What follows belongs to an exercise in optimizing a design on an open flow for small area; a production flow would make more cautious choices. Where RTL was checked, it was by simulation tests only, not by an equivalence proof against the original. Function not checked in runs 2 and 3: the RTL went through the layout flow alone.

==> flow/design.v (outline; a module is shown in full before it is edited, if it fits) <==
// module ADD_step3: 49 lines
// module int_compare: 15 lines
// module right_shift: 8 lines
// module mul_26b: 1162 lines
// module cpa_hi: 131 lines
// module cpa_lo: 31 lines
// module adder_8b: 17 lines
// module subtract: 16 lines
// module rounder: 13 lines
// module left_shift: 17 lines
// module FPU_top_level: 96 lines
module FPU_top_level
(
 input         clk,
 input         nrst,
 input  [31:0] floating_point1,
 input  [31:0] floating_point2,
 input  [2:0]  frm,
 input  [6:0]  funct7,
 output [31:0] floating_point_out,
 output [4:0]  flags
 );
  // ...
==> flow/flow/run.sh <==
#!/bin/bash
# Own layout flow:
#  1. the standard synthesis (bash standard.sh synth);
#  2. flow/fixinv.py: full-adder polarity clean-up (removes inverters between
#     full adders; registers untouched);
#  3. flow/reabc.tcl: ABC re-maps the other combinational cells for area;
#     cells whose pre-placement slack is below KEEP_NS (flow/slack.tcl,
#     flow/keepmark.py) and all registers and adders are left as they are;
#  4. the standard layout, with the smallest buffer on the ports and without
#     keeping global placement's timing-driven buffers.
# Each step's full output goes to a log file in this folder.
set -euo pipefail
W=$(pwd)
R=$W/orfs/results/$FLOW_PLATFORM/FPU_top_level/base
export PLATFORM_DIR=$FLOW_HOME/platforms/$FLOW_PLATFORM
export LIB=$PLATFORM_DIR/lib/sky130_fd_sc_hd__tt_025C_1v80.lib
KEEP_NS=${KEEP_NS:-1.0}

bash standard.sh synth > synth.log 2>&1

cp "$R/1_2_yosys.v" "$W/1_2_yosys.standard.v"
python3 flow/fixinv.py "$W/1_2_yosys.standard.v" "$W/1_2_yosys.fixinv.v" > fixinv.log 2>&1
NETIN=$W/1_2_yosys.fixinv.v SLACKOUT=$W/slack.txt \
  openroad -no_init -exit flow/slack.tcl > slack.log 2>&1
python3 flow/keepmark.py mark "$W/1_2_yosys.fixinv.v" "$W/slack.txt" "$KEEP_NS" "$W/1_2_yosys.marked.v" > keepmark.log 2>&1
NETIN=$W/1_2_yosys.marked.v NETOUT=$W/1_2_yosys.reabc_marked.v \
  ABC_SCRIPT='+strash;dch;map,-a;topo;buffer;upsize;dnsize' \
  yosys -c flow/reabc.tcl > reabc.log 2>&1
python3 flow/keepmark.py unmark "$W/1_2_yosys.reabc_marked.v" "$W/1_2_yosys.reabc.v" >> keepmark.log 2>&1
cp "$W/1_2_yosys.reabc.v" "$R/1_2_yosys.v"
rm -f "$R/1_synth.odb" "$R/1_synth.sdc"

export BUFFER_PORTS_ARGS="-buffer_cell sky130_fd_sc_hd__buf_1"
export GPL_KEEP_OVERFLOW=0
bash standard.sh finish > layout.log 2>&1
==> flow/flow/fixinv.py <==
#!/usr/bin/env python3
"""Remove inverters around full-adder cells in a flat sky130 gate netlist.

A full adder is self-dual: fa(~a, ~b, ~c) = (~cout, ~sum).  The script picks,
for every fa cell, whether to implement it in true or complemented form so
that as few nets as possible need an inverter, then rebuilds the inverters.
Registers and every other cell are left as they are.

usage: fixinv.py IN.v OUT.v
"""
import re
import sys
import collections

src = open(sys.argv[1]).read()

m = re.search(r'\bmodule\s', src)
cell_re = re.compile(r'^\s*(sky130_fd_sc_hd__\w+)\s+(\\\S+\s|\S+)\s*\((.*?)\);\s*$', re.S | re.M)
pin_re = re.compile(r'\.(\w+)\(\s*(\\\S+\s|[^()\s]+)\s*\)')

OUTPINS = {'X', 'Y', 'Q', 'Q_N', 'SUM', 'COUT', 'HI', 'LO'}

cells = []  # [type, name, [(pin, net)], span]
for mm in cell_re.finditer(src):
    typ, name, body = mm.group(1), mm.group(2), mm.group(3)
    pins = [(p, n.strip()) for p, n in pin_re.findall(body)]
    cells.append([typ, name, pins, mm.span()])

# output ports of the module
hdr = src[:cells[0][3][0]] if cells else src
outputs = set()
for mm in re.finditer(r'^\s*output\s+(?:\[(\d+):(\d+)\]\s*)?(\\\S+\s|\w+)\s*;', src, re.M):
    nm = mm.group(3).strip()
    if mm.group(1):
        hi, lo = int(mm.group(1)), int(mm.group(2))
        for i in range(min(hi, lo), max(hi, lo) + 1):
            outputs.add(f'{nm}[{i}]')
    else:
        outputs.add(nm)


def is_inv(t):
    return re.match(r'sky130_fd_sc_hd__(clk)?inv_\d+$', t) is not None


def is_fa(t):
    return re.match(r'sky130_fd_sc_hd__fa_\d+$', t) is not None


driver = {}
for ci, (typ, name, pins, span) in enumerate(cells):
    for p, n in pins:
        if p in OUTPINS:
            driver[n] = (ci, p)

# inverters that may be removed: output does not drive a port
removable = set()
for ci, (typ, name, pins, span) in enumerate(cells):
    if is_inv(typ):
        y = dict(pins)['Y']
        if y not in outputs:
            removable.add(ci)


def root(n):
    par = 0
    seen = 0
    while n in driver and driver[n][0] in removable:
        n = dict(cells[driver[n][0]][2])['A']
        par ^= 1
        seen += 1
        if seen > 100:
            raise SystemExit('inverter loop')
    return n, par


# load requirements: list of (cell index, pin, source net, parity)
loads = []
for ci, (typ, name, pins, span) in enumerate(cells):
    if ci in removable:
        continue
    for p, n in pins:
        if p in OUTPINS or p == 'CLK':
            continue
        s, par = root(n)
        loads.append((ci, p, s, par))

fa_cells = [ci for ci, c in enumerate(cells) if is_fa(c[0])]
flip = collections.defaultdict(int)

# per source: loads that need it
by_src = collections.defaultdict(list)
for li, (ci, p, s, par) in enumerate(loads):
    by_src[s].append(li)


def phys(s):
    d = driver.get(s)
    if d and is_fa(cells[d[0]][0]):
        return flip[d[0]]
    return 0


def need(li):
    ci, p, s, par = loads[li]
    return par ^ (flip[ci] if is_fa(cells[ci][0]) else 0)


def src_cost(s):
    ph = phys(s)
    return 1 if any(need(li) != ph for li in by_src[s]) else 0


def touched(ci):
    srcs = set()
    for p, n in cells[ci][2]:
        if p in OUTPINS:
            srcs.add(n)
        elif p != 'CLK':
            srcs.add(root(n)[0])
    return srcs


tsets = {ci: list(touched(ci)) for ci in fa_cells}
before = sum(src_cost(s) for s in by_src)
import random
rng = random.Random(1)
cur = before
best = cur
best_flip = dict(flip)
T = 0.6
steps = 60 * len(fa_cells) + 1000
for k in range(steps):
    ci = fa_cells[rng.randrange(len(fa_cells))]
    ss = tsets[ci]
    c0 = sum(src_cost(s) for s in ss)
    flip[ci] ^= 1
    c1 = sum(src_cost(s) for s in ss)
    d = c1 - c0
    temp = T * (1 - k / steps) + 1e-3
    if d <= 0 or rng.random() < pow(2.718, -d / temp):
        cur += d
        if cur < best:
            best = cur
            best_flip = dict(flip)
    else:
        flip[ci] ^= 1
flip = collections.defaultdict(int, best_flip)
improved = True
while improved:
    improved = False
    for ci in fa_cells:
        ss = tsets[ci]
        c0 = sum(src_cost(s) for s in ss)
        flip[ci] ^= 1
        if sum(src_cost(s) for s in ss) < c0:
            improved = True
        else:
            flip[ci] ^= 1
after = sum(src_cost(s) for s in by_src)

# rebuild connections
newpin = {}  # (ci, pin) -> net
invs = []
ninv = 0
for s, lis in by_src.items():
    ph = phys(s)
    inv_net = None
    for li in lis:
        ci, p, _, _ = loads[li]
        if need(li) == ph:
            newpin[(ci, p)] = s
        else:
            if inv_net is None:
                ninv += 1
                inv_net = f'_fixinv_{ninv}_'
                invs.append((f'_fixinv_cell_{ninv}_', s, inv_net))
            newpin[(ci, p)] = inv_net

out = []
pos = 0
for ci, (typ, name, pins, span) in enumerate(cells):
    out.append(src[pos:span[0]])
    pos = span[1]
    if ci in removable:
        continue
    plist = []
    for p, n in pins:
        n2 = newpin.get((ci, p), n)
        if n2.startswith('\\') and not n2.endswith(' '):
            n2 += ' '
        plist.append(f'    .{p}({n2})')
    out.append(f'  {typ} {name.strip()} ' + ('' if name.strip().startswith('\\') is False else '') + '(\n' + ',\n'.join(plist) + '\n  );')
tail = src[pos:]
decl = ''.join(f'  wire {net};\n' for _, _, net in invs)
icells = ''.join(f'  sky130_fd_sc_hd__inv_1 {cn} (\n    .A({s}{" " if s.startswith(chr(92)) and not s.endswith(" ") else ""}),\n    .Y({net})\n  );\n'
                 for cn, s, net in invs)
endm = tail.rfind('endmodule')
tail = tail[:endm] + icells + tail[endm:]
text = ''.join(out) + tail
# declare new wires after the module header (before the first cell)
first = text.find('  sky130_fd_sc_hd__')
text = text[:first] + decl + text[first:]
open(sys.argv[2], 'w').write(text)
nrem = len(removable)
print(f'fixinv: {len(fa_cells)} fa cells, {sum(flip.values())} flipped; '
      f'inverted sources {before} -> {after}; inverters removed {nrem}, added {ninv}')
==> flow/flow/keepmark.py <==
#!/usr/bin/env python3
"""Mark timing-critical cells so that the ABC re-mapping leaves them alone.

usage: keepmark.py mark IN.v SLACK.txt THRESHOLD OUT.v
       keepmark.py unmark IN.v OUT.v

mark: every cell whose worst output slack (ns, from SLACK.txt: "name slack"
lines) is below THRESHOLD gets its type renamed to KEEP__<type>, and a
blackbox module for each such type is appended (ports taken from the
liberty file in $LIB).
unmark: renames KEEP__<type> back to <type> and drops the blackbox modules.
"""
import os
import re
import sys

mode = sys.argv[1]
cell_re = re.compile(r'^(\s*)(sky130_fd_sc_hd__\w+)(\s+)(\\\S+\s|\S+)(\s*\()', re.M)

if mode == 'mark':
    src = open(sys.argv[2]).read()
    slack = {}
    for line in open(sys.argv[3]):
        p = line.split()
        if len(p) == 2:
            slack[p[0]] = float(p[1])
    thr = float(sys.argv[4])
    used = set()

    def rep(m):
        typ, name = m.group(2), m.group(4).strip()
        key = name[1:] if name.startswith('\\') else name
        s = slack.get(key, 1e9)
        if s < thr and not re.search(r'__(df|fa_|ha_|conb)', typ):
            used.add(typ)
            return f'{m.group(1)}KEEP__{typ}{m.group(3)}{m.group(4)}{m.group(5)}'
        return m.group(0)

    out = cell_re.sub(rep, src)
    lib = open(os.environ['LIB']).read()
    mods = []
    for typ in sorted(used):
        i = lib.index(f'cell ("{typ}")') if f'cell ("{typ}")' in lib else lib.index(f'cell ({typ})')
        j = lib.find('\n    cell (', i + 10)
        body = lib[i:j if j > 0 else len(lib)]
        pins = re.findall(r'(?<![\w])pin \("?(\w+)"?\)\s*\{(.*?)direction\s*:\s*"?(\w+)"?', body, re.S)
        ports = [(p, d) for p, _, d in pins]
        decl = ', '.join(p for p, _ in ports)
        lines = [f'(* blackbox *)\nmodule KEEP__{typ} ({decl});']
        for p, d in ports:
            lines.append(f'  {"output" if d == "output" else "input"} {p};')
        lines.append('endmodule\n')
        mods.append('\n'.join(lines))
    open(sys.argv[5], 'w').write(out + '\n' + '\n'.join(mods))
    print(f'keepmark: {sum(1 for _ in re.finditer("KEEP__", out))} cells kept, {len(used)} types')
else:
    src = open(sys.argv[2]).read()
    src = re.sub(r'\(\* blackbox \*\)\s*module KEEP__.*?endmodule\s*', '', src, flags=re.S)
    src = re.sub(r'^(\s*)module\s+KEEP__\w+.*?endmodule\s*', '', src, flags=re.S | re.M)
    src = src.replace('KEEP__sky130', 'sky130')
    open(sys.argv[3], 'w').write(src)
==> flow/flow/reabc.tcl <==
# Re-map the combinational logic of the standard netlist for area.  Registers
# and full/half adders stay as they are (black boxes); every other cell is
# read as its liberty function and mapped again by ABC.
yosys read_liberty -ignore_miss_func $::env(LIB)
yosys blackbox sky130_fd_sc_hd__dfxtp_1 sky130_fd_sc_hd__dfrtp_1 sky130_fd_sc_hd__fa_1 sky130_fd_sc_hd__ha_1 sky130_fd_sc_hd__conb_1
yosys read_verilog $::env(NETIN)
yosys hierarchy -top $::env(FLOW_TOP)
yosys flatten
yosys opt -purge
yosys abc -liberty $::env(LIB) -dont_use sky130_fd_sc_hd__lpflow_bleeder_1 -dont_use sky130_fd_sc_hd__lpflow_clkbufkapwr_1 -dont_use sky130_fd_sc_hd__lpflow_clkbufkapwr_16 -dont_use sky130_fd_sc_hd__lpflow_clkbufkapwr_2 -dont_use sky130_fd_sc_hd__lpflow_clkbufkapwr_4 -dont_use sky130_fd_sc_hd__lpflow_clkbufkapwr_8 -dont_use sky130_fd_sc_hd__lpflow_clkinvkapwr_1 -dont_use sky130_fd_sc_hd__lpflow_clkinvkapwr_16 -dont_use sky130_fd_sc_hd__lpflow_clkinvkapwr_2 -dont_use sky130_fd_sc_hd__lpflow_clkinvkapwr_4 -dont_use sky130_fd_sc_hd__lpflow_clkinvkapwr_8 -dont_use sky130_fd_sc_hd__lpflow_decapkapwr_12 -dont_use sky130_fd_sc_hd__lpflow_decapkapwr_3 -dont_use sky130_fd_sc_hd__lpflow_decapkapwr_4 -dont_use sky130_fd_sc_hd__lpflow_decapkapwr_6 -dont_use sky130_fd_sc_hd__lpflow_decapkapwr_8 -dont_use sky130_fd_sc_hd__lpflow_inputiso0n_1 -dont_use sky130_fd_sc_hd__lpflow_inputiso0p_1 -dont_use sky130_fd_sc_hd__lpflow_inputiso1n_1 -dont_use sky130_fd_sc_hd__lpflow_inputiso1p_1 -dont_use sky130_fd_sc_hd__lpflow_inputisolatch_1 -dont_use sky130_fd_sc_hd__lpflow_isobufsrc_1 -dont_use sky130_fd_sc_hd__lpflow_isobufsrc_16 -dont_use sky130_fd_sc_hd__lpflow_isobufsrc_2 -dont_use sky130_fd_sc_hd__lpflow_isobufsrc_4 -dont_use sky130_fd_sc_hd__lpflow_isobufsrc_8 -dont_use sky130_fd_sc_hd__lpflow_isobufsrckapwr_16 -dont_use sky130_fd_sc_hd__lpflow_lsbuf_lh_hl_isowell_tap_1 -dont_use sky130_fd_sc_hd__lpflow_lsbuf_lh_hl_isowell_tap_2 -dont_use sky130_fd_sc_hd__lpflow_lsbuf_lh_hl_isowell_tap_4 -dont_use sky130_fd_sc_hd__lpflow_lsbuf_lh_isowell_4 -dont_use sky130_fd_sc_hd__lpflow_lsbuf_lh_isowell_tap_1 -dont_use sky130_fd_sc_hd__lpflow_lsbuf_lh_isowell_tap_2 -dont_use sky130_fd_sc_hd__lpflow_lsbuf_lh_isowell_tap_4 -dont_use sky130_fd_sc_hd__probe_p_8 -dont_use sky130_fd_sc_hd__probec_p_8  -script $::env(ABC_SCRIPT)
yosys opt_clean -purge
yosys rename -hide w:* i:* o:* %u %d
yosys rename -hide c:* t:sky130_fd_sc_hd__df* %d
yosys stat -liberty $::env(LIB)
yosys write_verilog -noattr $::env(NETOUT)
==> flow/flow/slack.tcl <==
# Worst output-pin slack of every cell of $NETIN, before placement.
read_lef $::env(PLATFORM_DIR)/lef/sky130_fd_sc_hd.tlef
read_lef $::env(PLATFORM_DIR)/lef/sky130_fd_sc_hd_merged.lef
read_liberty $::env(LIB)
read_verilog $::env(NETIN)
link_design $::env(FLOW_TOP)
read_sdc $::env(FLOW_SDC)
set f [open $::env(SLACKOUT) w]
foreach inst [get_cells *] {
  set worst 1e9
  foreach pin [get_pins -of_objects $inst -filter "direction == output"] {
    set s [get_property $pin slack_max]
    if {$s != "" && $s < $worst} { set worst $s }
  }
  puts $f "[get_name $inst] $worst"
}
close $f
==> flow/standard.sh <==
#!/bin/bash
# synth_recipe.tcl (not shown) runs the flow's synth.tcl, then flattens the netlist and writes it again
# the make line also repeats each setting of config.mk as NAME=value (left out here)
make -C /OpenROAD-flow-scripts/flow DESIGN_CONFIG=/design/flow/config.mk WORK_HOME=/design/flow/orfs CLKGATE_MAP_FILE= SYNTH_SCRIPT=/design/flow/synth_recipe.tcl "${@:-finish}"
==> flow/config.mk <==
export PLATFORM = sky130hd
export DESIGN_NAME = FPU_top_level
export DESIGN_NICKNAME = FPU_top_level
export VERILOG_FILES = /design/flow/design.v
export SDC_FILE = /design/flow/constraint.sdc
export NUM_CORES = 4
export LEC_CHECK = 0
export ABC_AREA = 1
export CAP_MARGIN = 20
export CORE_MARGIN = 2
export CORE_UTILIZATION = 40
export SLEW_MARGIN = 20
==> flow/constraint.sdc <==
create_clock -name core_clock -period 10.0 [get_ports {clk}]
set_input_delay 2.0000 -clock core_clock [delete_from_list [all_inputs] [get_ports {clk}]]
set_output_delay 2.0000 -clock core_clock [all_outputs]
set_load 0.01 [all_outputs]
==> out/metrics.yaml, run 1 <==
run_status:
  status: "timing/DRC/antenna clean"
placed_design:
  pre_cts_ws_ns: -1.58
  placed_cells: 3205
detailed_routing:
  drt_iter0_drc: 2695
setup_path:
  rrSetupSlack_ns: 0.46
  cp.arrival_ns: 7.56
  crit_fanout: 14
  critPathSlowestCell: "dfxtp_1"
final_layout:
  inverters: 317
  multi_input_cells: 2042
  clk_share: 0.0151
  layout-drive-gt1-share: 0.0712
  finish.utilization: 0.443
  buffers_excl_clock: 170
  stdcell_count: 3276
timing:
  setup_viol: 0
  tns_ns: 0
  holdWs_ns: 0.331
logic_synthesis:
  synth_fp_nets: 3071
floorplan:
  core_mm2: 0.0486
hold_path:
  hp-class: "reg -> reg"
  holdPathEnd: "r2_rmode[0]"
clock_tree:
  worstSkewPairLatency_ns: 0.37
global_routing:
  antenna_found_initial: 0
==> module FPU_top_level, before the edit <==
module FPU_top_level
(
 input         clk,
 input         nrst,
 input  [31:0] floating_point1,
 input  [31:0] floating_point2,
 input  [2:0]  frm,
 input  [6:0]  funct7,
 output [31:0] floating_point_out,
 output [4:0]  flags
 );
   wire        op_mul = funct7[1];
   wire        swap;
   int_compare cmp (.a(floating_point1[30:0]), .b(floating_point2[30:0]), .lt(swap));
   wire [31:0] big   = swap ? floating_point2 : floating_point1;
   wire [31:0] sml = swap ? floating_point1 : floating_point2;
   wire        rsign = op_mul ? (floating_point1[31] ^ floating_point2[31]) : big[31];
   reg  [1:0]  rmode;    
   always_comb begin
      case (frm)
        3'd0:    rmode = 2'd1;
        3'd2:    rmode = rsign ? 2'd2 : 2'd0;
        3'd3:    rmode = rsign ? 2'd0 : 2'd2;
        3'd4:    rmode = 2'd3;
        default: rmode = 2'd0;
      endcase
   end
   reg  [31:0] r1_big, r1_small;
   reg  [1:0]  r1_rmode;
   reg         r1_mul;
   always_ff @(posedge clk) begin
      r1_big   <= big;
      r1_small <= sml;
      r1_rmode <= rmode;
   end
   always_ff @(posedge clk, negedge nrst) begin
      if (!nrst) r1_mul <= 1'b0;
      else       r1_mul <= op_mul;
   end
   wire        sb = r1_big[31];
   wire        ss = r1_small[31];
   wire [7:0]  eb = r1_big[30:23];
   wire [7:0]  es = r1_small[30:23];
   wire [22:0] mb = r1_big[22:0];
   wire [22:0] ms = r1_small[22:0];
   wire        eff_sub = sb ^ ss;
   wire [8:0]  esum;
   adder_8b exp_add (.a(eb), .b(r1_mul ? es : ~es), .ci(~r1_mul), .s(esum));
   wire [25:0] frac_sh;
   right_shift align (.fraction({1'b1, ms, 2'b00}), .shift_amount(esum[7:0]), .result(frac_sh));
   wire [47:0] px, py;
   mul_26b mul (.ma(mb), .mb(ms), .x(px), .y(py));
   wire        pc21;
   cpa_lo lo (.a(px[20:0]), .b(py[20:0]), .ci(1'b0), .co(pc21));
   wire [26:0] ca = r1_mul ? px[47:21] : {2'b01, mb, 2'b00};
   wire [26:0] cb = r1_mul ? py[47:21] : ({1'b0, frac_sh} ^ {27{eff_sub}});
   wire        cc = r1_mul ? pc21 : eff_sub;
   wire [26:0] t;
   cpa_hi hi (.a(ca), .b(cb), .ci(cc), .s(t));
   wire [7:0]  mul_exp = {~esum[7], esum[6:0]};
   wire        mul_big = esum[8] & esum[7];      
   wire        mul_low = ~esum[8] & ~esum[7];    
   wire        mb_zero = (mb == 23'd0);
   wire        ms_zero = (ms == 23'd0);
   wire        big_inf = (eb == 8'hFF) & mb_zero;
   wire        sml_inf = (es == 8'hFF) & ms_zero;
   wire        sml_zero = (es == 8'h00) & ms_zero;
   wire        inv = r1_mul ? (big_inf & sml_zero) : (big_inf & sml_inf & eff_sub);
   reg  [26:0] r2_t;
   reg         r2_sign, r2_x;
   reg  [7:0]  r2_exp;
   reg  [1:0]  r2_rmode;
   reg         r2_mul, r2_y, r2_inv;
   always_ff @(posedge clk) begin
      r2_t     <= t;
      r2_sign  <= r1_mul ? eff_sub : sb;
      r2_exp   <= r1_mul ? mul_exp : eb;
      r2_x     <= r1_mul ? mul_big : eff_sub;
      r2_rmode <= r1_rmode;
   end
   always_ff @(posedge clk, negedge nrst) begin
      if (!nrst) begin
         r2_mul <= 1'b0;
         r2_y   <= 1'b0;
         r2_inv <= 1'b0;
      end else begin
         r2_mul <= r1_mul;
         r2_y   <= r1_mul & mul_low;
         r2_inv <= inv;
      end
   end
   ADD_step3 step3 (
      .mul(r2_mul), .x(r2_x), .y(r2_y), .inv(r2_inv), .rmode(r2_rmode),
      .exponent_in(r2_exp), .sign_in(r2_sign), .sum(r2_t),
      .floating_point_out(floating_point_out), .flags(flags));
endmodule
==> run 2, diff against run 1 <==
--- a/flow/design.v
+++ b/flow/design.v
@@ -68,99 +68,35 @@
 	output     [25:0] result
 );
    wire [25:0] s = fraction >> shift_amount[4:0];
    assign result = (shift_amount[7:5] == 3'd0) ? s : 26'd0;
 endmodule
 module mul_26b (
   input  [22:0] ma,
   input  [22:0] mb,
+  input  [12:1] rcin,
   output [47:0] x,
   output [47:0] y
 );
   wire [24:0] A = {2'b01, ma};
   wire [23:0] B = {1'b1, mb};
-  wire [11:0] rg, rp;
-  assign rg[0] = B[1] & B[0];
-  assign rp[0] = B[1];
-  assign rg[1] = B[3] & B[2];
-  assign rp[1] = B[3];
-  assign rg[2] = B[5] & B[4];
-  assign rp[2] = B[5];
-  assign rg[3] = B[7] & B[6];
-  assign rp[3] = B[7];
-  assign rg[4] = B[9] & B[8];
-  assign rp[4] = B[9];
-  assign rg[5] = B[11] & B[10];
-  assign rp[5] = B[11];
-  assign rg[6] = B[13] & B[12];
-  assign rp[6] = B[13];
-  assign rg[7] = B[15] & B[14];
-  assign rp[7] = B[15];
-  assign rg[8] = B[17] & B[16];
-  assign rp[8] = B[17];
-  assign rg[9] = B[19] & B[18];
-  assign rp[9] = B[19];
-  assign rg[10] = B[21] & B[20];
-  assign rp[10] = B[21];
-  assign rg[11] = B[23] & B[22];
-  assign rp[11] = B[23];
-  wire rG1_1 = rg[1] | (rp[1] & rg[0]);
-  wire rP1_1 = rp[1] & rp[0];
-  wire rG1_3 = rg[3] | (rp[3] & rg[2]);
-  wire rP1_3 = rp[3] & rp[2];
-  wire rG1_5 = rg[5] | (rp[5] & rg[4]);
-  wire rP1_5 = rp[5] & rp[4];
-  wire rG1_7 = rg[7] | (rp[7] & rg[6]);
-  wire rP1_7 = rp[7] & rp[6];
-  wire rG1_9 = rg[9] | (rp[9] & rg[8]);
-  wire rP1_9 = rp[9] & rp[8];
-  wire rG1_11 = rg[11] | (rp[11] & rg[10]);
-  wire rP1_11 = rp[11] & rp[10];
-  wire rG2_2 = rg[2] | (rp[2] & rG1_1);
-  wire rP2_2 = rp[2] & rP1_1;
-  wire rG2_3 = rG1_3 | (rP1_3 & rG1_1);
-  wire rP2_3 = rP1_3 & rP1_1;
-  wire rG2_6 = rg[6] | (rp[6] & rG1_5);
-  wire rP2_6 = rp[6] & rP1_5;
-  wire rG2_7 = rG1_7 | (rP1_7 & rG1_5);
-  wire rP2_7 = rP1_7 & rP1_5;
-  wire rG2_10 = rg[10] | (rp[10] & rG1_9);
-  wire rP2_10 = rp[10] & rP1_9;
-  wire rG2_11 = rG1_11 | (rP1_11 & rG1_9);
-  wire rP2_11 = rP1_11 & rP1_9;
-  wire rG3_4 = rg[4] | (rp[4] & rG2_3);
-  wire rP3_4 = rp[4] & rP2_3;
-  wire rG3_5 = rG1_5 | (rP1_5 & rG2_3);
-  wire rP3_5 = rP1_5 & rP2_3;
-  wire rG3_6 = rG2_6 | (rP2_6 & rG2_3);
-  wire rP3_6 = rP2_6 & rP2_3;
-  wire rG3_7 = rG2_7 | (rP2_7 & rG2_3);
-  wire rP3_7 = rP2_7 & rP2_3;
-  wire rG4_8 = rg[8] | (rp[8] & rG3_7);
-  wire rP4_8 = rp[8] & rP3_7;
-  wire rG4_9 = rG1_9 | (rP1_9 & rG3_7);
-  wire rP4_9 = rP1_9 & rP3_7;
-  wire rG4_10 = rG2_10 | (rP2_10 & rG3_7);
-  wire rP4_10 = rP2_10 & rP3_7;
-  wire rG4_11 = rG2_11 | (rP2_11 & rG3_7);
-  wire rP4_11 = rP2_11 & rP3_7;
   wire rc0 = 1'b0;
-  wire rc1 = rg[0];
-  wire rc2 = rG1_1;
-  wire rc3 = rG2_2;
-  wire rc4 = rG2_3;
-  wire rc5 = rG3_4;
-  wire rc6 = rG3_5;
-  wire rc7 = rG3_6;
-  wire rc8 = rG3_7;
-  wire rc9 = rG4_8;
-  wire rc10 = rG4_9;
-  wire rc11 = rG4_10;
-  wire rc12 = rG4_11;
+  wire rc1 = rcin[1];
+  wire rc2 = rcin[2];
+  wire rc3 = rcin[3];
+  wire rc4 = rcin[4];
+  wire rc5 = rcin[5];
+  wire rc6 = rcin[6];
+  wire rc7 = rcin[7];
+  wire rc8 = rcin[8];
+  wire rc9 = rcin[9];
+  wire rc10 = rcin[10];
+  wire rc11 = rcin[11];
+  wire rc12 = rcin[12];
   wire t0 = B[0] ^ rc0;
   wire one0 = ~B[1] & t0;
   wire neg0 = B[1] & t0;
   wire two0 = (~B[1] & B[0] & rc0) | (B[1] & ~B[0] & ~rc0);
   wire p0_0 = ((one0 & A[0]) | (neg0 & ~A[0]));
   wire p0_1 = ((one0 & A[1]) | (two0 & A[0]) | (neg0 & ~A[1]));
   wire p0_2 = ((one0 & A[2]) | (two0 & A[1]) | (neg0 & ~A[2]));
   wire p0_3 = ((one0 & A[3]) | (two0 & A[2]) | (neg0 & ~A[3]));
@@ -1227,16 +1163,111 @@
   assign y[44] = fs294;
   assign x[45] = fc294;
   assign y[45] = fs295;
   assign x[46] = fc295;
   assign y[46] = fs296;
   assign x[47] = fc296;
   assign y[47] = fs297;
 endmodule
+module recode_carries (
+  input  [22:0] mb,
+  output [12:1] rc
+);
+  wire [23:0] B = {1'b1, mb};
+  wire [11:0] rg, rp;
+  assign rg[0] = B[1] & B[0];
+  assign rp[0] = B[1];
+  assign rg[1] = B[3] & B[2];
+  assign rp[1] = B[3];
+  assign rg[2] = B[5] & B[4];
+  assign rp[2] = B[5];
+  assign rg[3] = B[7] & B[6];
+  assign rp[3] = B[7];
+  assign rg[4] = B[9] & B[8];
+  assign rp[4] = B[9];
+  assign rg[5] = B[11] & B[10];
+  assign rp[5] = B[11];
+  assign rg[6] = B[13] & B[12];
+  assign rp[6] = B[13];
+  assign rg[7] = B[15] & B[14];
+  assign rp[7] = B[15];
+  assign rg[8] = B[17] & B[16];
+  assign rp[8] = B[17];
+  assign rg[9] = B[19] & B[18];
+  assign rp[9] = B[19];
+  assign rg[10] = B[21] & B[20];
+  assign rp[10] = B[21];
+  assign rg[11] = B[23] & B[22];
+  assign rp[11] = B[23];
+  wire rG1_1 = rg[1] | (rp[1] & rg[0]);
+  wire rP1_1 = rp[1] & rp[0];
+  wire rG1_3 = rg[3] | (rp[3] & rg[2]);
+  wire rP1_3 = rp[3] & rp[2];
+  wire rG1_5 = rg[5] | (rp[5] & rg[4]);
+  wire rP1_5 = rp[5] & rp[4];
+  wire rG1_7 = rg[7] | (rp[7] & rg[6]);
+  wire rP1_7 = rp[7] & rp[6];
+  wire rG1_9 = rg[9] | (rp[9] & rg[8]);
+  wire rP1_9 = rp[9] & rp[8];
+  wire rG1_11 = rg[11] | (rp[11] & rg[10]);
+  wire rP1_11 = rp[11] & rp[10];
+  wire rG2_2 = rg[2] | (rp[2] & rG1_1);
+  wire rP2_2 = rp[2] & rP1_1;
+  wire rG2_3 = rG1_3 | (rP1_3 & rG1_1);
+  wire rP2_3 = rP1_3 & rP1_1;
+  wire rG2_6 = rg[6] | (rp[6] & rG1_5);
+  wire rP2_6 = rp[6] & rP1_5;
+  wire rG2_7 = rG1_7 | (rP1_7 & rG1_5);
+  wire rP2_7 = rP1_7 & rP1_5;
+  wire rG2_10 = rg[10] | (rp[10] & rG1_9);
+  wire rP2_10 = rp[10] & rP1_9;
+  wire rG2_11 = rG1_11 | (rP1_11 & rG1_9);
+  wire rP2_11 = rP1_11 & rP1_9;
+  wire rG3_4 = rg[4] | (rp[4] & rG2_3);
+  wire rP3_4 = rp[4] & rP2_3;
+  wire rG3_5 = rG1_5 | (rP1_5 & rG2_3);
+  wire rP3_5 = rP1_5 & rP2_3;
+  wire rG3_6 = rG2_6 | (rP2_6 & rG2_3);
+  wire rP3_6 = rP2_6 & rP2_3;
+  wire rG3_7 = rG2_7 | (rP2_7 & rG2_3);
+  wire rP3_7 = rP2_7 & rP2_3;
+  wire rG4_8 = rg[8] | (rp[8] & rG3_7);
+  wire rP4_8 = rp[8] & rP3_7;
+  wire rG4_9 = rG1_9 | (rP1_9 & rG3_7);
+  wire rP4_9 = rP1_9 & rP3_7;
+  wire rG4_10 = rG2_10 | (rP2_10 & rG3_7);
+  wire rP4_10 = rP2_10 & rP3_7;
+  wire rG4_11 = rG2_11 | (rP2_11 & rG3_7);
+  wire rP4_11 = rP2_11 & rP3_7;
+  wire rc1 = rg[0];
+  wire rc2 = rG1_1;
+  wire rc3 = rG2_2;
+  wire rc4 = rG2_3;
+  wire rc5 = rG3_4;
+  wire rc6 = rG3_5;
+  wire rc7 = rG3_6;
+  wire rc8 = rG3_7;
+  wire rc9 = rG4_8;
+  wire rc10 = rG4_9;
+  wire rc11 = rG4_10;
+  wire rc12 = rG4_11;
+  assign rc[1] = rc1;
+  assign rc[2] = rc2;
+  assign rc[3] = rc3;
+  assign rc[4] = rc4;
+  assign rc[5] = rc5;
+  assign rc[6] = rc6;
+  assign rc[7] = rc7;
+  assign rc[8] = rc8;
+  assign rc[9] = rc9;
+  assign rc[10] = rc10;
+  assign rc[11] = rc11;
+  assign rc[12] = rc12;
+endmodule
 module cpa_hi (
   input  [26:0] a,
   input  [26:0] b,
   input          ci,
   output [26:0] s
 );
   wire [26:0] p = a ^ b;
   wire [26:0] g0 = a & b;
@@ -1479,22 +1510,26 @@
       case (frm)
         3'd0:    rmode = 2'd1;
         3'd2:    rmode = rsign ? 2'd2 : 2'd0;
         3'd3:    rmode = rsign ? 2'd0 : 2'd2;
         3'd4:    rmode = 2'd3;
         default: rmode = 2'd0;
       endcase
    end
+   wire [12:1] rc;
+   recode_carries rcc (.mb(sml[22:0]), .rc(rc));
    reg  [31:0] r1_big, r1_small;
+   reg  [12:1] r1_rc;
    reg  [1:0]  r1_rmode;
    reg         r1_mul;
    always_ff @(posedge clk) begin
       r1_big   <= big;
       r1_small <= sml;
+      r1_rc    <= rc;
       r1_rmode <= rmode;
    end
    always_ff @(posedge clk, negedge nrst) begin
       if (!nrst) r1_mul <= 1'b0;
       else       r1_mul <= op_mul;
    end
    wire        sb = r1_big[31];
    wire        ss = r1_small[31];
@@ -1503,17 +1538,17 @@
    wire [22:0] mb = r1_big[22:0];
    wire [22:0] ms = r1_small[22:0];
    wire        eff_sub = sb ^ ss;
    wire [8:0]  esum;
    adder_8b exp_add (.a(eb), .b(r1_mul ? es : ~es), .ci(~r1_mul), .s(esum));
    wire [25:0] frac_sh;
    right_shift align (.fraction({1'b1, ms, 2'b00}), .shift_amount(esum[7:0]), .result(frac_sh));
    wire [47:0] px, py;
-   mul_26b mul (.ma(mb), .mb(ms), .x(px), .y(py));
+   mul_26b mul (.ma(mb), .mb(ms), .rcin(r1_rc), .x(px), .y(py));
    wire        pc21;
    cpa_lo lo (.a(px[20:0]), .b(py[20:0]), .ci(1'b0), .co(pc21));
    wire [26:0] ca = r1_mul ? px[47:21] : {2'b01, mb, 2'b00};
    wire [26:0] cb = r1_mul ? py[47:21] : ({1'b0, frac_sh} ^ {27{eff_sub}});
    wire        cc = r1_mul ? pc21 : eff_sub;
    wire [26:0] t;
    cpa_hi hi (.a(ca), .b(cb), .ci(cc), .s(t));
    wire [7:0]  mul_exp = {~esum[7], esum[6:0]};
--- a/flow/flow/run.sh
+++ b/flow/flow/run.sh
@@ -9,27 +9,27 @@
 #  4. the standard layout, with the smallest buffer on the ports and without
 #     keeping global placement's timing-driven buffers.
 # Each step's full output goes to a log file in this folder.
 set -euo pipefail
 W=$(pwd)
 R=$W/orfs/results/$FLOW_PLATFORM/FPU_top_level/base
 export PLATFORM_DIR=$FLOW_HOME/platforms/$FLOW_PLATFORM
 export LIB=$PLATFORM_DIR/lib/sky130_fd_sc_hd__tt_025C_1v80.lib
-KEEP_NS=${KEEP_NS:-1.0}
+KEEP_NS=${KEEP_NS:--100}
 
 bash standard.sh synth > synth.log 2>&1
 
 cp "$R/1_2_yosys.v" "$W/1_2_yosys.standard.v"
 python3 flow/fixinv.py "$W/1_2_yosys.standard.v" "$W/1_2_yosys.fixinv.v" > fixinv.log 2>&1
 NETIN=$W/1_2_yosys.fixinv.v SLACKOUT=$W/slack.txt \
   openroad -no_init -exit flow/slack.tcl > slack.log 2>&1
 python3 flow/keepmark.py mark "$W/1_2_yosys.fixinv.v" "$W/slack.txt" "$KEEP_NS" "$W/1_2_yosys.marked.v" > keepmark.log 2>&1
 NETIN=$W/1_2_yosys.marked.v NETOUT=$W/1_2_yosys.reabc_marked.v \
-  ABC_SCRIPT='+strash;dch;map,-a;topo;buffer;upsize;dnsize' \
+  ABC_SCRIPT='+strash;dch;map,-a;topo;upsize;dnsize' \
   yosys -c flow/reabc.tcl > reabc.log 2>&1
 python3 flow/keepmark.py unmark "$W/1_2_yosys.reabc_marked.v" "$W/1_2_yosys.reabc.v" >> keepmark.log 2>&1
 cp "$W/1_2_yosys.reabc.v" "$R/1_2_yosys.v"
 rm -f "$R/1_synth.odb" "$R/1_synth.sdc"
 
 export BUFFER_PORTS_ARGS="-buffer_cell sky130_fd_sc_hd__buf_1"
 export GPL_KEEP_OVERFLOW=0
 bash standard.sh finish > layout.log 2>&1
==> run 2 against run 1 <==
Critical path type unchanged. Fmax up 0.20%. Register-to-register slack barely moved. Flip-flop and latch count up 12. Largest cell class unchanged. Synthesized cell count shrank 3.5%. Synthesized area decreased by 0.65%. Cell count increased by 0.89%. Global-route usage up 1.1 points.
==> out/metrics.yaml, run 2 <==
run_status:
  status: "timing/DRC/antenna clean"
global_routing:
  grt_max_degree: 124
  antenna_found_initial: 0  # unchanged
  overflow: 0
  first_global_vias: 20000
  track_usage: 0.312
  grt_pass1_wl_um: 120000
setup_path:
  crit_top_cell: "fa_1"
  critical_path_required_ns: 8.00
  cp_slowest_stage_delay_ns: 0.39
  crit_fanout: 21  # +7
  reg2regPathDepth: 36
  rrSetupSlack_ns: 0.47  # about the same
  critPathSlowestCell: "fa_1"
  endpoint: "floating_point_out[13]"
  cp.arrival_ns: 7.54  # -0.02 ns
  worstSetupPathType: "reg -> out"
  crit_path_end_kind: "primary output"
  r2r_end: "r2_t[25]"
  crit_path_start_kind: "register"
  crit_start: "r2_t[24]"
  reg2reg_from: "r1_big[14]"
logic_synthesis:
  synth_fp_nets: 2980  # -3.0%
  syn_avg_cell_area_um2: 7.70
  netlist_area_mm2: 0.0194
  synth_cells: 2524
  yosysWarnings: 1
timing:
  drv_slew: 0
  period_minus_slack_ns: 9.54
  max_slew_margin: 0.160
  fmax_mhz: 105
  hold_viol: 0
  clock_skew_ns: 0.0132
  finalCritPeriodShare: 0.954
  worst_pin_slew_ns: 1.26
  setup_viol: 0  # unchanged
  holdWs_ns: 0.326  # -0.00521 ns
  rsz0062_at_grt: "no"
placed_design:
  io_buffer_count: 105
  hpwl_um: 57800
  placed_cells: 3255  # +1.6%
  post_dp_cell_area_mm2: 0.0209
  gp_congestion: 0.968
detailed_routing:
  vias_per_cell: 6.24
  wire_per_inst_um: 24.0
  wl_um: 79400
  drc: 0
  drt_iter0_drc: 2535  # -5.9%
  routed-via-count: 20600
  ant_nets: 0
  dr.pass1.iters: 9
clock_tree:
  clockBufferDepth: 2
  cts_made_buffers: 17
  clk_root_buffer_cell: "clkbuf_16"
  htreeDepth: 4
  cts_tree: "done"
  worstSkewPairLatency_ns: 0.43  # +0.06 ns
  numClockSinks: 121
  clk_transition_reported_paths_ns: 0.06
floorplan:
  dieArea_mm2: 0.0504
  initial_core_util: 0.406
  die_h_um: 224
  dieWidth_um: 224
  core.rowCount: 80
  core_mm2: 0.0478  # -1.6%
  num_io_pins: 113
final_layout:
  layout_common_cells: "nand2_1 (353), clkinv_1 (321), fa_1 (285), o21ai_0 (270), a21oi_1 (249)"
  stdcell_count: 3305  # +0.89%
  fillers: 4891
  fin_area_mm2: 0.0217
  layout_commonest_cell: "nand2_1"
  syn2layout_area_growth_pct: 11.6
  layout-drive-gt1-share: 0.0535  # -0.0177
  nNetsFinal: 3133
  reg_top3: "r1_big x32, r1_small x32, r2_t x27"
  num_antenna_cells: 0
hold_path:
  min-delay-start: "r1_rmode[1]"
  hp-class: "reg -> reg"
flow_run:
  maxCapViolations: 0
## run 2: critical path: cells and delay by family, from the launching register on
family,cells,cell delay [ns]
DFF,1,0.34
buffers and inverters,7,1.19
adders and majority gates,8,2.49
and+or+nand+nor,11,2.19
AOI/OAI and AO/OA,6,0.89
## run 2: how the worst min path moves through the flow
stage                             end  cells past startpoint
after floorplan           r2_rmode[0]                      0
after global placement    r2_rmode[0]                      0
after detailed placement  r2_rmode[1]                      0
after CTS                 r2_rmode[1]                      0
after global routing      r2_rmode[1]                      0
final                     r2_rmode[1]                      0
## run 2: final cells by class
| type | count | area (um2) | area share |
|---|---|---|---|
| clock inverters | 13 | 135 | 0.00623 |
| multi-input cells | 2072 | 15900 | 0.734 |
| repair buffers | 131 | 679 | 0.0313 |
| flip-flops and latches | 121 | 2470 | 0.114 |
| well taps | 615 | 769 | 0.0355 |
| clock buffers | 19 | 453 | 0.0209 |
| inverters | 334 | 1270 | 0.0586 |
## run 2: what timing repair did
action                                  CTS  global route
pin swaps                                 3             4
setup buffers                             3            10
resized for setup                        15            17
gates cloned                              1             2
endpoints found under the setup margin   36            33
hold buffers                              0             0
## run 2: per-stage QoR
step | TNS [ns] | setup slack, ns | utilization
3_3_place_gp | -48.61 | -1.84 | 0.431
4_1_cts | 0 | 0.0108 | 0.450
3_5_place_dp | -17.43 | -1.04 | 0.436
6_report | 0 | 0.463 | 0.454
2_1_floorplan | 0 | 0.0603 | -
5_1_grt | 0 | 0.00811 | 0.454
## run 2: layer usage
layer	part of all wire	GRT usage	routed length, um
met1	0.41	0.432	32800
met4	0.047	0.131	3720
met2	0.42	0.460	33400
met3	0.12	0.0844	9520
met5	0	0	0
==> run 3, diff against run 2 <==
--- a/flow/flow/run.sh
+++ b/flow/flow/run.sh
@@ -14,7 +14,7 @@
 R=$W/orfs/results/$FLOW_PLATFORM/FPU_top_level/base
 export PLATFORM_DIR=$FLOW_HOME/platforms/$FLOW_PLATFORM
 export LIB=$PLATFORM_DIR/lib/sky130_fd_sc_hd__tt_025C_1v80.lib
-KEEP_NS=${KEEP_NS:--100}
+KEEP_NS=${KEEP_NS:-1.0}
 
 bash standard.sh synth > synth.log 2>&1
 
==> run 3 against run 2 <==
Still clean on timing, DRC and antenna. Via count unchanged. Sequential share of layout area stayed put. Register-to-register slack about the same. Flip-flop and latch count is the same. Non-clock buffer count is the same. Clock-buffer cell count unchanged. Cell count is the same. Design area unchanged.
==> out/metrics.yaml, run 3 <==
run_status:
  status: "timing/DRC/antenna clean"
detailed_routing:
  drc: 0  # unchanged
  vias_per_cell: 6.24  # unchanged
  ant_nets: 0  # unchanged
  dr.pass1.iters: 9  # unchanged
  routed-via-count: 20600  # unchanged
  wl_um: 79400  # unchanged
  wire_per_inst_um: 24.0  # unchanged
  drt_iter0_drc: 2535  # unchanged
global_routing:
  antenna_found_initial: 0  # unchanged
  grt_pass1_wl_um: 120000  # unchanged
  track_usage: 0.312  # unchanged
  first_global_vias: 20000  # unchanged
  overflow: 0  # unchanged
  grt_max_degree: 124  # unchanged
setup_path:
  worstSetupPathType: "reg -> out"
  crit_path_end_kind: "primary output"
  reg2reg_from: "r1_big[14]"
  endpoint: "floating_point_out[13]"
  crit_fanout: 21  # unchanged
  critical_path_required_ns: 8.00  # about the same
  crit_start: "r2_t[24]"
  reg2regPathDepth: 36  # unchanged
  critPathSlowestCell: "fa_1"
  crit_path_start_kind: "register"
  crit_top_cell: "fa_1"
  rrSetupSlack_ns: 0.47  # about the same
  cp.arrival_ns: 7.54  # about the same
  r2r_end: "r2_t[25]"
  cp_slowest_stage_delay_ns: 0.39  # about the same
final_layout:
  nNetsFinal: 3133  # unchanged
  num_antenna_cells: 0  # unchanged
  syn2layout_area_growth_pct: 11.6  # unchanged
  reg_top3: "r1_big x32, r1_small x32, r2_t x27"
  fin_area_mm2: 0.0217  # unchanged
  layout_commonest_cell: "nand2_1"
  layout-drive-gt1-share: 0.0535  # unchanged
  layout_common_cells: "nand2_1 (353), clkinv_1 (321), fa_1 (285), o21ai_0 (270), a21oi_1 (249)"
  finish.utilization: 0.454  # unchanged
  fillers: 4891  # unchanged
clock_tree:
  cts_tree: "done"
  clockBufferDepth: 2  # unchanged
  clk_root_buffer_cell: "clkbuf_16"
  worstSkewPairLatency_ns: 0.43  # about the same
  cts_made_buffers: 17  # unchanged
  htreeDepth: 4  # unchanged
  clk_transition_reported_paths_ns: 0.06  # about the same
  cts_hold_buffers: 0  # unchanged
  numClockSinks: 121  # unchanged
floorplan:
  core.rowCount: 80  # unchanged
  dieArea_mm2: 0.0504  # unchanged
  core_mm2: 0.0478  # unchanged
  die_h_um: 224  # unchanged
  initial_core_util: 0.406  # unchanged
  num_io_pins: 113  # unchanged
  dieWidth_um: 224  # unchanged
timing:
  setup_viol: 0  # unchanged
  period_minus_slack_ns: 9.54  # unchanged
  tns_ns: 0  # unchanged
  worst_pin_slew_ns: 1.26  # unchanged
  max_slew_margin: 0.160  # unchanged
  fmax_mhz: 105  # unchanged
  finalCritPeriodShare: 0.954  # unchanged
  rsz0062_at_grt: "no"
  clock_skew_ns: 0.0132  # unchanged
  drv_slew: 0  # unchanged
  hold_viol: 0  # unchanged
hold_path:
  hp-class: "reg -> reg"
placed_design:
  hpwl_um: 57800  # unchanged
  gp_congestion: 0.968  # unchanged
  io_buffer_count: 105  # unchanged
  post_dp_cell_area_mm2: 0.0209  # unchanged
flow_run:
  maxCapViolations: 0  # unchanged
logic_synthesis:
  yosysWarnings: 1  # unchanged
  synth_fp_nets: 2980  # unchanged
  synth_cells: 2524  # unchanged
  netlist_area_mm2: 0.0194  # unchanged
  syn_avg_cell_area_um2: 7.70  # unchanged
run 3: per-layer routing:
layer  up-vias  track usage  wire [um]
li1       9244            -          -
met1      9817        0.432      32800
met2      1303        0.460      33400
met3       266       0.0844       9520
met4         0        0.131       3720
met5         -            0          0
run 3: how the worst min path moves through the flow:
stage	startpoint	endpoint	slack, ns	cells past startpoint
after global routing	r1_rmode[1]	r2_rmode[1]	0.33	0
after floorplan	r1_rmode[0]	r2_rmode[0]	0.31	0
final	r1_rmode[1]	r2_rmode[1]	0.33	0
after CTS	r1_rmode[1]	r2_rmode[1]	0.33	0
after detailed placement	r1_rmode[1]	r2_rmode[1]	0.31	0
after global placement	r1_rmode[0]	r2_rmode[0]	0.32	0
run 3: timing repair:
action | CTS | global route
setup endpoints to repair | 36 | 33
setup buffers | 3 | 10
pin swaps | 3 | 4
resized for setup | 15 | 17
cloned | 1 | 2
run 3: worst max-delay path, delay by kind of cell, from the launching register on:
family	cells	cell delay (ns)
AO/OA/AOI/OAI	6	0.89
adder cells (fa/ha/maj)	8	2.49
buffers and inverters	7	1.19
flip-flops	1	0.34
AND/OR/NAND/NOR	11	2.19
run 3: cell type report:
cell class,instances,area (um2),area share
clock buffers,19,453,0.0209
clock inverters,13,135,0.00623
inverters,334,1270,0.0586
multi-input cells,2072,15900,0.734
flip-flops and latches,121,2470,0.114
well taps,615,769,0.0355
repair buffers,131,679,0.0313
run 3: per-stage QoR:
stage / setup WS (ns) / std cells / hold slack [ns]
finish: 0.463 / 3305 / 0.326
global route: 0.00811 / 3305 / 0.332
CTS: 0.0108 / 3291 / 0.327
detailed placement: -1.04 / 3255 / 0.312
global placement: -1.84 / 3244 / 0.318
floorplan: 0.0603 / 2524 / 0.310

## static timing again, ports no longer ideal
The flow's constraints put no driver on any port. The routed layouts listed below were extracted and timed again, unchanged, in two steps. Step 1, drivers: a clkbuf_16 drives clk and a buf_2 each remaining input, both assumed. Step 2 also shifts input and output timing later by t, the mid clock arrival at the registers, as if the neighbouring blocks saw the same clock. a / b / c = ideal ports / drivers / drivers and shift; a / b = the first two.
run | shift t [ns] | setup WS [ns] | worst setup path at the end
run 1 | 0.419 | 0.444 / 0.394 / 0.459 | register to register
run 2 | 0.472 | 0.463 / 0.415 / 0.473 | register to register
run 3 | 0.472 | 0.463 / 0.415 / 0.473 | register to register
After both steps every run listed still meets setup and hold.
